From an optimization exercise on the open Yosys and OpenROAD flow, aimed at small area and a short achievable clock period; shortcuts taken in it are not production practice.
No run shown here included a check of the RTL's function; only the layout flow was run.
No activity file was given, so power comes from the tool's default toggle rates.

==> flow/design.v, too long to show whole: its modules and the start of the top module <==
// module timing: 1640 lines
// module fa_cell: 3 lines
// module ha_cell: 3 lines
// module han_cell: 4 lines
// module g_a211o: 3 lines
// module g_a21o: 3 lines
// module g_a22o: 3 lines
// module g_a311o: 3 lines
// module g_a311oi: 3 lines
// module g_a31oi: 3 lines
// module g_a32oi: 3 lines
// module g_and2: 3 lines
// module g_clkinv: 3 lines
// module g_nand2: 3 lines
// module g_nand2b: 3 lines
// module g_nand3: 3 lines
// module g_nand4: 3 lines
// module g_nor2: 3 lines
// module g_o21a: 3 lines
// module g_o21ai: 3 lines
// module g_o21bai: 3 lines
// module g_o221a: 3 lines
// module g_o22ai: 3 lines
// module g_o311a: 3 lines
// module g_o311ai: 3 lines
// module g_o41a: 3 lines
// module g_or3: 3 lines
// module g_xor2: 3 lines
module timing (
    input clk,
    input [7:0] a,
    input [7:0] b,
    output [31:0] c
  );
  // ...
==> flow/flow/run.sh <==
#!/bin/bash
# The standard layout (the standard.sh, unchanged), with the port buffers that
# ORFS's buffer_ports inserts made plain buf_2 cells instead of its default pick.
export BUFFER_PORTS_ARGS="-buffer_cell sky130_fd_sc_hd__buf_2"
cp standard.sh standard_copy.sh.txt
bash standard.sh > standard.log 2>&1
==> flow/standard.sh <==
#!/bin/bash
# synth_recipe.tcl (not shown) runs the flow's synth.tcl, then flattens the netlist and writes it again
# the make line also repeats each setting of config.mk as NAME=value (left out here)
make -C /OpenROAD-flow-scripts/flow DESIGN_CONFIG=/design/flow/config.mk WORK_HOME=/design/flow/orfs CLKGATE_MAP_FILE= SYNTH_SCRIPT=/design/flow/synth_recipe.tcl "${@:-finish}"
==> flow/config.mk <==
export PLATFORM = sky130hd
export DESIGN_NAME = timing
export DESIGN_NICKNAME = timing
export VERILOG_FILES = /design/flow/design.v
export SDC_FILE = /design/flow/constraint.sdc
export NUM_CORES = 4
export LEC_CHECK = 0
export CAP_MARGIN = 20
export CORE_MARGIN = 2
export CORE_UTILIZATION = 40
export SETUP_SLACK_MARGIN = 5
export SLEW_MARGIN = 20
export SYNTH_HIERARCHICAL = 1
export TNS_END_PERCENT = 0
==> flow/constraint.sdc <==
create_clock -name core_clock -period 8.5 [get_ports {clk}]
set_input_delay 1.7000 -clock core_clock [delete_from_list [all_inputs] [get_ports {clk}]]
set_output_delay 1.7000 -clock core_clock [all_outputs]
set_load 0.01 [all_outputs]
==> impl_results.md, run 1 <==
- Status: timing/DRC/antenna clean
- Fin util: 0.513
- # Taps: 324
- Hold depth: 0
- Worst hold-check path type: reg2reg
- H-tree level count: 3
- Fraction of area in multi-input gates: 0.622
- Met1 Track Usage GR: 0.377
- Comb_multi_in: around 1k
- Syn Inst Count: 1290
- RR Startpoint: x_q[6]$_DFF_P_
- Layout cells sized above 1: 0.217
- Combinational power: between 0.0015 and 0.002 W
- Max Used Layer: met4
- Ys Warns: 7
- Initial DRC count: 1343
- Core ar.: 24300 um^2
- Max Cap Violations: 0
- Capture point of the critical path: x_q[7]$_DFF_P_
- Routed Antenna Nets: 0
- Largest cells by area after synthesis: fa_1, dfxtp_1, nand2_1, nor2_1, inv_1
- Share of the synthesized area in the top cell type: 0.260
- Min-delay src: lo_q[11]$_DFF_P_
- Clk pwr share: 0.140
- Top power group: combinational cells
- Post-Syn Area: 9940 um^2
- Compound-Gate Fraction of Synth Area: 0.166
- Clock latency on the worst-skew pair: 350 ps
- Mux share of post-synthesis cell area: 0.00101
- Clock Sinks: 103
- Initial antenna violation count: 0
==> run 2, diff against run 1 <==
--- a/flow/design.v
+++ b/flow/design.v
@@ -1314,19 +1314,19 @@
   assign tb_n_ys__n327 = y[5];
   assign tb_n_ys__n289 = y[6];
   assign tb_n_ys__n448 = y[11];
   assign tb_n_ys__n396 = y[1];
   assign tb_n_ys__n383 = y[2];
   assign tb_n_ys__n251 = y[7];
   reg [11:0] x_q, y_q;
   reg a0_q, b0_q;
-  reg [11:0] lo_q, lo2_q;
+  reg [15:0] lo_q, lo2_q;
   reg cy_q;
-  reg [19:0] hs_q, hc_q, hi_q;
+  reg [15:0] hs_q, hc_q, hi_q;
   wire p1, p2, p3, p4, p5, p6, p7, p8, p9, p10, p11, p12, p13, p14, p15, p16, p17, p18, p19, p20, p21, p22, p23, p24, p25, p26, p27, p28, p29, p30, p31, p32, p33, p34, p35, p36, p37, p38, p39, p40, p41, p42, p43, p44, p45, p46, p47, p48, p49, p50, p51, p52, p53, p54, p55, p56, p57, p58, p59, p60, p61, p62, p63, p64, p65, p66, p67, p68, p69, p70, p71, p72, p73, p74, p75, p76, p77, p78, p79, p80, p81, p82, p83, p84, p85, p86, p87, p88, p89, p90, p91, p92, p93, p94, p95, p96, p97, p98, p99, p100, p101, p102, p103, p104, p105, p106, p107, p108, p109, p110, p111, p112, p113, p114, p115, p116, p117, p118, p119, p120, p121, p122, p123, p124, p125, p126, p127, p128, p129, p130, p131, p132, p133, p134, p135, p136, p137, p138, p139, p140, p141, p142, p143, p144, p145, p146, p147, p148, p149, p150, p151, p152, p153, p154, p155, p156, p157, p158, p159, p160, p161, p162, p163, p164, p165, p166, p167, p168, p169, s170, k171, s172, k173, s174, k175, s176, k177, s178, k179, s180, k181, s182, k183, s184, k185, s186, k187, s188, k189, s190, k191, s192, k193, s194, k195, s196, k197, s198, k199, s200, k201, s202, k203, s204, k205, s206, k207, s208, k209, s210, k211, s212, k213, s214, k215, s216, k217, s218, k219, s220, k221, s222, k223, s224, k225, s226, k227, s228, k229, s230, k231, s232, k233, s234, k235, s236, k237, s238, k239, s240, k241, s242, k243, s244, k245, s246, k247, s248, k249, s250, k251, s252, k253, s254, k255, s256, k257, s258, k259, s260, k261, s262, k263, s264, k265, s266, k267, s268, k269, s270, k271, s272, k273, s274, k275, s276, k277, s278, k279, s280, k281, s282, k283, s284, k285, s286, k287, s288, k289, s290, k291, s292, k293, s294, k295, s296, k297, s298, k299, s300, k301, s302, k303, s304, k305, s306, k307, s308, k309, s310, k311, s312, k313, s314, k315, s316, k317, s318, k319, s320, k321, s322, k323, s324, k325, s326, k327, s328, k329, s330, k331, s332, k333, s334, k335, s336, k337, s338, k339, s340, k341, s342, k343, s344, k345, s346, k347, s348, k349, s350, k351, s352, k353, s354, k355, s356, k357, s358, k359, s360, k361, s362, k363, s364, k365, s366, k367, s368, k369, s370, k371, s372, k373, s374, k375, s376, k377, s378, k379, s380, k381, s382, k383, s384, k385, s386, k387, s388, k389, s390, k391, s392, k393, s394, k395, s396, k397, s398, k399, s400, k401, s402, k403, s404, k405, s406, k407, s408, k409, s410, k411, s412, k413, s414, k415, s416, k417, s418, k419, s420, k421;
   assign p1 = ~(x_q[0] & y_q[0]);
   assign p2 = ~(x_q[0] & y_q[1]);
   assign p3 = ~(x_q[0] & y_q[2]);
   assign p4 = ~(x_q[0] & y_q[3]);
   assign p5 = ~(x_q[0] & y_q[4]);
   assign p6 = ~(x_q[0] & y_q[5]);
   assign p7 = ~(x_q[0] & y_q[6]);
@@ -1613,30 +1613,30 @@
   fa_cell us406 (.a(s318), .b(k363), .c(s364), .s(s406), .co(k407));
   fa_cell us408 (.a(k319), .b(k365), .c(s366), .s(s408), .co(k409));
   fa_cell us410 (.a(k323), .b(s368), .c(k367), .s(s410), .co(k411));
   fa_cell us412 (.a(k327), .b(s370), .c(k369), .s(s412), .co(k413));
   fa_cell us414 (.a(k331), .b(s372), .c(k371), .s(s414), .co(k415));
   fa_cell us416 (.a(k335), .b(s374), .c(k373), .s(s416), .co(k417));
   fa_cell us418 (.a(k337), .b(s376), .c(k375), .s(s418), .co(k419));
   fa_cell us420 (.a(p132), .b(p143), .c(k377), .s(s420), .co(k421));
-  wire [11:0] s_lo = {s384, s382, s380, p154, p151, p149, p147, p145, 1'b0, 1'b0, 1'b0, p169};
-  wire [11:0] c_lo = {k383, k381, k379, s378, p152, p150, p148, p146, 1'b0, 1'b0, 1'b0, 1'b0};
-  wire [19:0] s_hi = {1'b0, p144, s420, s418, s416, s414, s412, s410, s408, s406, s404, s402, s400, s398, s396, s394, s392, s390, s388, s386};
-  wire [19:0] c_hi = {1'b0, k421, k419, k417, k415, k413, k411, k409, k407, k405, k403, k401, k399, k397, k395, k393, k391, k389, k387, k385};
-  wire [12:0] lo_sum = (s_lo ^ 12'hff1) + (c_lo ^ 12'hff0);
-  wire [19:0] hi_sum = (hs_q ^ 20'h7ffff) + (hc_q ^ 20'h7ffff) + cy_q;
+  wire [15:0] s_lo = {s392, s390, s388, s386, s384, s382, s380, p154, p151, p149, p147, p145, 1'b0, 1'b0, 1'b0, p169};
+  wire [15:0] c_lo = {k391, k389, k387, k385, k383, k381, k379, s378, p152, p150, p148, p146, 1'b0, 1'b0, 1'b0, 1'b0};
+  wire [15:0] s_hi = {1'b0, p144, s420, s418, s416, s414, s412, s410, s408, s406, s404, s402, s400, s398, s396, s394};
+  wire [15:0] c_hi = {1'b0, k421, k419, k417, k415, k413, k411, k409, k407, k405, k403, k401, k399, k397, k395, k393};
+  wire [16:0] lo_sum = (s_lo ^ 16'hfff1) + (c_lo ^ 16'hfff0);
+  wire [15:0] hi_sum = (hs_q ^ 16'h7fff) + (hc_q ^ 16'h7fff) + cy_q;
   assign c = {hi_q, lo2_q};
   always @(posedge clk) begin
     x_q <= x;
     y_q <= y;
     a0_q <= a[0];
     b0_q <= b[0];
-    lo_q <= lo_sum[11:0];
-    cy_q <= lo_sum[12];
+    lo_q <= lo_sum[15:0];
+    cy_q <= lo_sum[16];
     hs_q <= s_hi;
     hc_q <= c_hi;
     lo2_q <= lo_q;
     hi_q <= hi_sum;
   end
 endmodule
 module fa_cell (input a, input b, input c, output s, output co);
   assign {co, s} = a + b + c;
==> flow/run.sh (new file) <==
#!/bin/bash
# synth_recipe.tcl (not shown) runs the flow's synth.tcl, then flattens the netlist and writes it again
# the make line also repeats each setting of config.mk as NAME=value (left out here)
make -C /OpenROAD-flow-scripts/flow DESIGN_CONFIG=/design/flow/config.mk WORK_HOME=/design/flow/orfs CLKGATE_MAP_FILE= SYNTH_SCRIPT=/design/flow/synth_recipe.tcl finish
removed: flow/flow/run.sh
removed: flow/standard.sh
==> run 2 against run 1 <==
  * Maximum frequency shrank 1.2%
  * Sequential share of layout area fell by 0.99 points
  * Largest cell class unchanged
  * Worst hold slack lost 4.2 ps
  * Critical path type unchanged
  * Final cell count increased by 3.0%
  * Utilization rose by 2.6 points
  * Via count is 3.1% higher
  * Largest power group unchanged
  * Critical endpoint is now y_q[9]$_DFF_P_
  * Total power up 7.3%
  * Sequential cell count is 4 lower
  * Clock power grew 2%
  * Design area increased by 5.1%
==> impl_results.md, run 2 <==
- Slowest-stage cell, CP: o311ai_1
- Commonest non-fill, non-tap cells in the layout: nand2_1, buf_4, fa_1
- Post-Route WL: ~40 mm
- Crit. End Element: register
- Top cells by count, synth: nand2_1, nor2_1, inv_1
- Die X: 162 um
- RSZ-0062 raised after global routing: yes
- CP max stage delay: 280 ps
- Max FFs per register: 16
- Final #Nets: 1664
- Register bit total from synthesis: 99
- Netlist cell types: 56
- Post-Syn Area: 9930 um^2 (-0.11%)
- Area Overhead vs Synth: 32.1%
- I/O pins: 49
- Largest cells by area after synthesis: fa_1, dfxtp_1, nand2_1, nor2_1, inv_1
- TritonCTS buffer count: 9
- Measured slew at the worst slew-check pin: 807 ps
- PD cells: 235 nW/um^2
- CP Data Arrival Time: 3940 ps
- Fin util: 0.539 (+0.0261)
- Syn Inst Count: 1292 (+0.16%)
- Most common cell after layout, fill and taps aside: nand2_1
- DIE HEIGHT: 162 um
- Static Leakage: 5.28 nW
- Critical path class: in2reg
- Crit path max fanout: 6
- Cells along the critical path: buf_2 -> buf_12 -> clkinvlp_4 -> buf_8 -> nor2_4 -> inv_2 -> o311ai_1 -> or3_4 -> nand2_2 -> o21a_1 -> and2_1 -> a21o_1 -> nand3_2 -> nand3_1 -> o21ai_1
- Drt wl/cell: between 20 and 25 um
- Worst vdd ir: ~0.18 mV
- Clock Root Buffer: clkbuf_16
- Status: timing/DRC/antenna clean
- All-Layer GR Usage: 0.309
- Clock slew at reported path FFs: roughly 60 ps
- Async set or reset register ratio after synthesis: 0
- Largest net degree at the start of global routing: 19
- Share of the synthesized area in the top cell type: 0.260 (+0.000295)
- Clock latency on the worst-skew pair: 360 ps (about the same)
- Sequential share of the synthesized area: 0.200
- Count leader, synth: nand2_1
- Ys flop type: dfxtp_1
- Ant. Diodes: 0
- Mean post-synth cell area: between 7 and 8 um^2
- Max Cap Violations: 0 (unchanged)
- Tmin final: ~3700 ps
- Vias per std cell: 6.10
- Routed Antenna Nets: 0 (unchanged)
- Period Utilization, post-route: 0.431
- Die area: 26100 um^2
- IO buf count: 45
- Ys Warns: 7 (unchanged)
- Most flops, register: hi_q
- Initial antenna violation count: 0 (unchanged)
- WP buf/inv: 5
- Vias after detailed routing: 11.1k
- Slew margin rel.: 0.462
- Setup TNS Final: 0 ps
- Largest registers: hi_q x16, hc_q x15, hs_q x15
- Worst setup SP type: primary input
- CP required: 8770 ps
- Hpwl dp: 27.1 mm
- GRT Residual Overflow: 0
- DRC errors left: 0
- DR pass1 iterations: 8
- Worst hold-check path type: reg2reg
- Wire length of the first global-routing pass: 61.9 mm
- H-tree level count: 3 (unchanged)
- Synth area leader: fa_1
- Clock Sinks: 99 (-3.9%)
- Initial Util: 0.408
- TritonCTS clock tree: built
- Clock Tree Buf Depth: 2
- Layout cells sized above 1: 0.240 (+0.0231)
- Final Skew: 10.6 ps
- Routability Congestion: 1.11
- Final-report max-slew violation count: 0
- Reg2reg setup slack: 4980 ps
- Num rows: 57
- Fmax: 273 MHz
- # hold bufs at CTS: 0
- CP delay by family, top: compound AO/OA/AOI/OAI gates
- Core ar.: 24300 um^2 (unchanged)
- Vias in the first global route: between 10k and 15k
- Final setup fails: 0
- Final hold vios: 0
- Initial DRC count: 1609 (+20%)
- Post-synth EDFFs: 0
[run 2: cell count changes after synthesis, moves of 4 or more]
| cell | delta |
|---|---|
| nand2_1 | -9 |
| nor3_1 | +4 |
| a21o_1 | +4 |
| xor2_1 | -5 |
| dfxtp_1 | -4 |
[run 2: per-stage QoR]
step	hold slack, ps	cells	worst slack [ps]	instance area (um^2)	total power [W]
floorplan	310	1305	4980	10000	0.00199
global placement	311	1652	2870	10800	0.00251
detailed placement	312	1652	3060	10800	0.00253
CTS	326	1806	4990	12800	0.00307
global route	325	1821	4790	13100	0.00338
finish	326	1821	4840	13100	0.00308
[run 2: repair_timing]
action / in CTS / in global routing
endpoints found under the setup margin: 27 / 23
resized for setup: 263 / 60
pin swaps: 43 / 17
setup buffers: 136 / 15
gates cloned: 2 / 0
[run 2: worst paths after layout]
check                         from           endpoint  cells past startpoint
setup reg to reg    x_q[7]$_DFF_P_    hs_q[5]$_DFF_P_                      6
hold reg to reg   lo_q[14]$_DFF_P_  lo2_q[14]$_DFF_P_                      0
hold / removal    lo_q[14]$_DFF_P_  lo2_q[14]$_DFF_P_                      0
setup / recovery              b[3]     y_q[9]$_DFF_P_                     15
[run 2: kinds of logic after synthesis]
| logic type | synth area share |
|---|---|
| and+or+nand+nor | 0.252 |
| AOI/OAI and AO/OA | 0.171 |
| buffers and inverters | 0.0662 |
| adders and majority gates | 0.293 |
| DFF | 0.200 |
| xor gates and xnor gates | 0.0176 |
| other | 0.000757 |
[run 2: report_power, final]
group,total [W],internal (W),leakage (nW),switching [W]
combinational,0.00192,0.000877,4.30,0.00104
sequential,0.000751,0.000658,0.838,0.0000932
clock,0.000410,0.000229,0.143,0.000181
[run 2: final cells by class]
type	count	area [um^2]
Sequential cell	99	2040
Clock buffer	10	229
Tap cell	324	405
Timing Repair Buffer	208	1900
Fill cell	2277	11200
Multi-Input combinational cell	1034	7890
Clock inverter	6	65.1
Inverter	140	587
[run 2: modules after synthesis, one instance, submodules excluded, excerpt]
module | cells | copies in the design | area [um^2]
fa_cell | 1 | 126 | 20.0
g_a22o | 1 | 2 | 8.76
g_a311o | 1 | 4 | 10.0
g_clkinv | 1 | 88 | 3.75
g_nand2 | 1 | 116 | 3.75
timing | 522 | 1 | 4290
[run 2: layer usage]
layer	vias to the layer above	wire, um	global-route usage
met2	845	17700	0.485
li1	4743	-	-
met3	269	4270	0.0786
met5	-	0	0
met4	0	2880	0.180
met1	5252	15400	0.385

static timing again, ports no longer ideal:
Ports are ideal in the flow. The routed layouts listed here were re-timed in OpenROAD.
Step 1: set_driving_cell puts a clkbuf_16 on clk and a buf_2 on each other input, an assumption about the parent block.
Step 2 also shifts input and output timing later by t, the mid clock arrival at the registers, as if the neighbouring blocks saw the same clock.
a / b / c = ideal / step 1 / step 2; a / b = the first two.
| run | shift t [ns] | setup WS [ns] | worst setup path at the end | latest minus earliest clock arrival (ns) | worst slew at a driven data input, ns |
|---|---|---|---|---|---|
| run 1 | 0.390 | 4.883 / 4.867 / 4.477 | input to register | 0.008 / 0.008 | 0.16 |
| run 2 | 0.399 | 4.837 / 4.864 / 4.465 | input to register | 0.012 / 0.011 | 0.08 |
After both steps setup and hold are still met in every run listed. For run 1, which loses most, drivers alone change the setup slack by -0.016 ns; drivers and shift together by -0.406 ns.
